This design comes from an exercise in tuning for small area on the open sky130 flow, not from production work.
Only simulation tests tie the RTL to the original design; equivalence was not proved.
No driver is modelled on the clock port, so clocking that relies on it looks cheaper here than on a real chip.
Power is estimated from default activity; no workload was simulated.

Design Single_cycle_CPU, start of the top module:
module Single_cycle_CPU(Clk,Clrn,Inst,Date_out,PC,We,R,Date_in,X,Y);
    input  [31:0] Inst,Date_out;
    input         Clk,Clrn;
    output        We;
    output [31:0] R,Date_in,PC,X,Y;
    wire aluqb, se, wreg, regrt, wmem, lw, sub, lg, lgo, j, br, bne;
    controlUnit cu(Inst[31:26], Inst[5:0], aluqb, se, wreg, regrt, wmem, lw, sub, lg, lgo, j, br, bne);
    wire [31:0] qa, qb, y, r;
    wire        z;
    wire aluqbn = ~aluqb;
    wire sx = aluqb & se & Inst[15];
    genvar k;
    generate
        for (k = 0; k < 16; k = k + 1) begin : ylo
            G_A22O u(Inst[k], aluqb, qb[k], aluqbn, y[k]);
        end
        for (k = 16; k < 32; k = k + 1) begin : yhi
            G_A21O u(qb[k], aluqbn, sx, y[k]);
        end
    endgenerate
    ALU alu(qa, y, sub, lg, ~lg, lgo, ~lgo, r, z);
    wire lwn = ~lw;
    wire [31:0] d;
    generate
        for (k = 0; k < 32; k = k + 1) begin : dm
            G_A22O u(Date_out[k], lw, r[k], lwn, d[k]);
        end
    endgenerate
    wire [4:0] wr = regrt ? Inst[20:16] : Inst[15:11];
    Regfilee rf(Inst[25:21], Inst[20:16], d, wr, wreg, Clk, Clrn, qa, qb);
    reg  [31:2] pc;
    wire [31:2] npc;
    wire taken = br & (z ^ bne);
    NPC un(pc, Inst[15:0], Inst[25:0], j, taken, npc);
    always @(posedge Clk or negedge Clrn)
        if (!Clrn) pc <= 30'b0;
        else       pc <= npc;
    assign PC      = {pc, 2'b00};
    assign We      = wmem;
    assign R       = r;
    assign X       = qa;
    assign Y       = y;
  ...
Settings: LEC_CHECK=0, CAP_MARGIN=20, CORE_MARGIN=2, CORE_UTILIZATION=50, PLACE_DENSITY=0.75, SETUP_SLACK_MARGIN=0.2, SLEW_MARGIN=20, SYNTH_HIERARCHICAL=1; clock period 13.0 ns.
standard.sh (not shown) runs the stock make flow with config.mk's settings and CLKGATE_MAP_FILE= SYNTH_SCRIPT=/design/flow/synth_recipe.tcl, a recipe that flattens the netlist after the stock synthesis.
==> flow/flow/run.sh <==
#!/bin/bash
# Layout flow: the standard flow (standard synthesis included), with
#  - one sky130_fd_sc_hd__buf_1 on each input and output port instead of the
#    default port buffer cell;
#  - clock tree synthesis without dummy loads, with sinks clustered in
#    groups of up to 24 within 150 um;
#  - after clock tree synthesis, cells the flow sized up (buffers included)
#    are sized back down where timing and slew allow (flow/downsize.tcl).
# Each tool's full output goes to a log in the work folder (make_cts.log,
# downsize.log, make_finish.log); ORFS keeps each step's log under orfs/logs/.
set -euo pipefail
VARS=(
  'BUFFER_PORTS_ARGS=-buffer_cell sky130_fd_sc_hd__buf_1'
  'CTS_ARGS=-sink_clustering_enable -repair_clock_nets -dont_use_dummy_load -sink_clustering_size 24 -sink_clustering_max_diameter 150'
)
bash standard.sh "${VARS[@]}" cts > make_cts.log 2>&1
RESULTS="$PWD/orfs/results/sky130hd/Single_cycle_CPU/base" \
  openroad -no_init -exit flow/downsize.tcl > downsize.log 2>&1
bash standard.sh "${VARS[@]}" finish > make_finish.log 2>&1
==> flow/flow/downsize.tcl <==
# Size down cells that the flow drove up (drive strength 2 or more) where
# timing and slew allow: each candidate is swapped to the smallest size of
# the same cell and kept only if setup slack stays at least the
# margin, hold slack stays positive, and no max-slew (with a 20% margin) or
# max-capacitance limit is broken. Flip-flops and clock cells are left
# alone (the port buffers are already the smallest buffer).
# Reads and rewrites results/4_cts.odb.
set R $::env(RESULTS)
set P $::env(FLOW_HOME)/platforms/sky130hd
read_liberty $P/lib/sky130_fd_sc_hd__tt_025C_1v80.lib
read_db $R/4_cts.odb
read_sdc $R/4_cts.sdc
source $P/setRC.tcl
set_propagated_clock [all_clocks]
estimate_parasitics -placement
set_max_transition 1.2 [current_design]

set wns0 [sta::worst_slack -max]
set setup_min [expr {min($wns0, 0.2)}]
set slew0 [sta::max_slew_violation_count]
set cap0 [sta::max_capacitance_violation_count]
puts "start: area [format %.1f [expr {[rsz::design_area]*1e12}]] wns $wns0 hold [sta::worst_slack -min] slew_viol $slew0 cap_viol $cap0"

set n 0
set tried 0
foreach inst [get_cells *] {
  set ref [get_property $inst ref_name]
  if {![regexp {^sky130_fd_sc_hd__([a-z0-9]+)_([0-9]+)$} $ref -> base size]} { continue }
  if {$size <= 1} { continue }
  if {[regexp {^(clkbuf|clkinv|bufinv|bufbuf|df|edf|sdf|sedf|dl|conb|tap|fill|decap|diode|clkdly|dlygate|dlymetal|lpflow|probe|ebuf|einv)} $base]} { continue }
  set old [get_lib_cells $ref]
  set done 0
  foreach s {0 1 2} {
    if {$done || $s >= $size} { continue }
    set c [get_lib_cells -quiet sky130_fd_sc_hd__${base}_$s]
    if {$c == ""} { continue }
    incr tried
    replace_cell $inst $c
    if {[sta::worst_slack -max] < $setup_min || [sta::worst_slack -min] < 0.05 ||
        [sta::max_slew_violation_count] > $slew0 || [sta::max_capacitance_violation_count] > $cap0} {
      replace_cell $inst $old
    } else {
      incr n
      set done 1
    }
  }
}
puts "downsized $n of $tried candidates"
puts "end: area [format %.1f [expr {[rsz::design_area]*1e12}]] wns [sta::worst_slack -max] hold [sta::worst_slack -min] slew_viol [sta::max_slew_violation_count] cap_viol [sta::max_capacitance_violation_count]"
check_placement -verbose
write_db $R/4_cts.odb
Edit:
--- a/flow/flow/run.sh
+++ b/flow/flow/run.sh
@@ -6,4 +6,4 @@
 #    groups of up to 24 within 150 um;
-#  - after clock tree synthesis, cells the flow sized up (buffers included)
-#    are sized back down where timing and slew allow (flow/downsize.tcl).
+#  - after clock tree synthesis, logic cells the flow sized up are sized
+#    back down where timing and slew allow (flow/downsize.tcl).
 # Each tool's full output goes to a log in the work folder (make_cts.log,
==> flow/flow/downsize.tcl (replaced) <==
# Size down logic cells that the flow drove up (drive strength 2 or more)
# where timing and slew allow: each candidate is swapped to the _1 (or _0)
# size of the same cell and kept only if setup slack stays at least the
# margin, hold slack stays positive, and no max-slew (with a 20% margin) or
# max-capacitance limit is broken. Flip-flops, buffers, inverters and
# clock cells are left alone. Reads and rewrites results/4_cts.odb.
set R $::env(RESULTS)
set P $::env(FLOW_HOME)/platforms/sky130hd
read_liberty $P/lib/sky130_fd_sc_hd__tt_025C_1v80.lib
read_db $R/4_cts.odb
read_sdc $R/4_cts.sdc
source $P/setRC.tcl
set_propagated_clock [all_clocks]
estimate_parasitics -placement
set_max_transition 1.2 [current_design]

set wns0 [sta::worst_slack -max]
set setup_min [expr {min($wns0, 0.3)}]
set slew0 [sta::max_slew_violation_count]
set cap0 [sta::max_capacitance_violation_count]
puts "start: area [format %.1f [expr {[rsz::design_area]*1e12}]] wns $wns0 hold [sta::worst_slack -min] slew_viol $slew0 cap_viol $cap0"

set n 0
set tried 0
foreach inst [get_cells *] {
  set ref [get_property $inst ref_name]
  if {![regexp {^sky130_fd_sc_hd__([a-z0-9]+)_([0-9]+)$} $ref -> base size]} { continue }
  if {$size <= 1} { continue }
  if {[regexp {^(buf|clkbuf|inv|clkinv|bufinv|bufbuf|df|edf|sdf|sedf|dl|conb|tap|fill|decap|diode|clkdly|dlygate|dlymetal|lpflow|probe|ebuf|einv)} $base]} { continue }
  set small ""
  foreach s {1 0} {
    set c [get_lib_cells -quiet sky130_fd_sc_hd__${base}_$s]
    if {$c != ""} { set small $c; break }
  }
  if {$small == ""} { continue }
  incr tried
  set old [get_lib_cells $ref]
  replace_cell $inst $small
  if {[sta::worst_slack -max] < $setup_min || [sta::worst_slack -min] < 0.05 ||
      [sta::max_slew_violation_count] > $slew0 || [sta::max_capacitance_violation_count] > $cap0} {
    replace_cell $inst $old
  } else {
    incr n
  }
}
puts "downsized $n of $tried candidates"
puts "end: area [format %.1f [expr {[rsz::design_area]*1e12}]] wns [sta::worst_slack -max] hold [sta::worst_slack -min] slew_viol [sta::max_slew_violation_count] cap_viol [sta::max_capacitance_violation_count]"
check_placement -verbose
write_db $R/4_cts.odb
SETUP_SLACK_MARGIN = 0.3   (was 0.2)
Design area grows slightly. Total power stays flat. Clock skew hardly moves.
Edit:
--- a/flow/flow/run.sh
+++ b/flow/flow/run.sh
@@ -6,4 +6,4 @@
 #    groups of up to 24 within 150 um;
-#  - after clock tree synthesis, logic cells the flow sized up are sized
-#    back down where timing and slew allow (flow/downsize.tcl).
+#  - after clock tree synthesis, cells the flow sized up (buffers included)
+#    are sized back down where timing and slew allow (flow/downsize.tcl).
 # Each tool's full output goes to a log in the work folder (make_cts.log,
==> flow/flow/downsize.tcl (replaced) <==
# Size down cells that the flow drove up (drive strength 2 or more) where
# timing and slew allow: each candidate is swapped to the smallest size of
# the same cell and kept only if setup slack stays at least the
# margin, hold slack stays positive, and no max-slew (with a 20% margin) or
# max-capacitance limit is broken. Flip-flops and clock cells are left
# alone (the port buffers are already the smallest buffer).
# Reads and rewrites results/4_cts.odb.
set R $::env(RESULTS)
set P $::env(FLOW_HOME)/platforms/sky130hd
read_liberty $P/lib/sky130_fd_sc_hd__tt_025C_1v80.lib
read_db $R/4_cts.odb
read_sdc $R/4_cts.sdc
source $P/setRC.tcl
set_propagated_clock [all_clocks]
estimate_parasitics -placement
set_max_transition 1.2 [current_design]

set wns0 [sta::worst_slack -max]
set setup_min [expr {min($wns0, 0.3)}]
set slew0 [sta::max_slew_violation_count]
set cap0 [sta::max_capacitance_violation_count]
puts "start: area [format %.1f [expr {[rsz::design_area]*1e12}]] wns $wns0 hold [sta::worst_slack -min] slew_viol $slew0 cap_viol $cap0"

set n 0
set tried 0
foreach inst [get_cells *] {
  set ref [get_property $inst ref_name]
  if {![regexp {^sky130_fd_sc_hd__([a-z0-9]+)_([0-9]+)$} $ref -> base size]} { continue }
  if {$size <= 1} { continue }
  if {[regexp {^(clkbuf|clkinv|bufinv|bufbuf|df|edf|sdf|sedf|dl|conb|tap|fill|decap|diode|clkdly|dlygate|dlymetal|lpflow|probe|ebuf|einv)} $base]} { continue }
  set old [get_lib_cells $ref]
  set done 0
  foreach s {0 1 2} {
    if {$done || $s >= $size} { continue }
    set c [get_lib_cells -quiet sky130_fd_sc_hd__${base}_$s]
    if {$c == ""} { continue }
    incr tried
    replace_cell $inst $c
    if {[sta::worst_slack -max] < $setup_min || [sta::worst_slack -min] < 0.05 ||
        [sta::max_slew_violation_count] > $slew0 || [sta::max_capacitance_violation_count] > $cap0} {
      replace_cell $inst $old
    } else {
      incr n
      set done 1
    }
  }
}
puts "downsized $n of $tried candidates"
puts "end: area [format %.1f [expr {[rsz::design_area]*1e12}]] wns [sta::worst_slack -max] hold [sta::worst_slack -min] slew_viol [sta::max_slew_violation_count] cap_viol [sta::max_capacitance_violation_count]"
check_placement -verbose
write_db $R/4_cts.odb
After rerunning: Non-clock buffer count goes up by 5; cell area decreases by about 1%; fmax hardly moves; sequential share of layout area increases by 0.45 points.

[what the ideal ports hide]
In the flow no input, the clock included, has a driving cell. The finished layouts below were timed again as built, in two steps. Step 1 (the two cells are an assumption about what drives the block):
set clk [get_ports {Clk}]
set_driving_cell -lib_cell sky130_fd_sc_hd__clkbuf_16 $clk
set_driving_cell -lib_cell sky130_fd_sc_hd__buf_2 [delete_from_list [all_inputs] $clk]
Step 2 adds t to the input delays and takes it off the output delays; t is the mean of the earliest and latest rising clock arrival at the registers after step 1. Input paths then give back, and output paths get back, about the clock's delay inside the block. a / b / c = ideal ports / drivers / drivers and shift; a / b = the first two.
run | t, ns | setup slack, ns | worst setup path at the end
the first run | 0.710 | 0.243 / 0.216 / -0.153 | input to register
the second run | 0.713 | 0.409 / 0.387 / -0.173 | input to register
the third run | 0.712 | 0.429 / 0.405 / -0.106 | input to register
With both steps, setup timing fails in every run listed, where it was met with ideal ports. For the second run, which loses most, drivers alone change the setup slack by -0.022 ns; drivers and shift together by -0.582 ns.
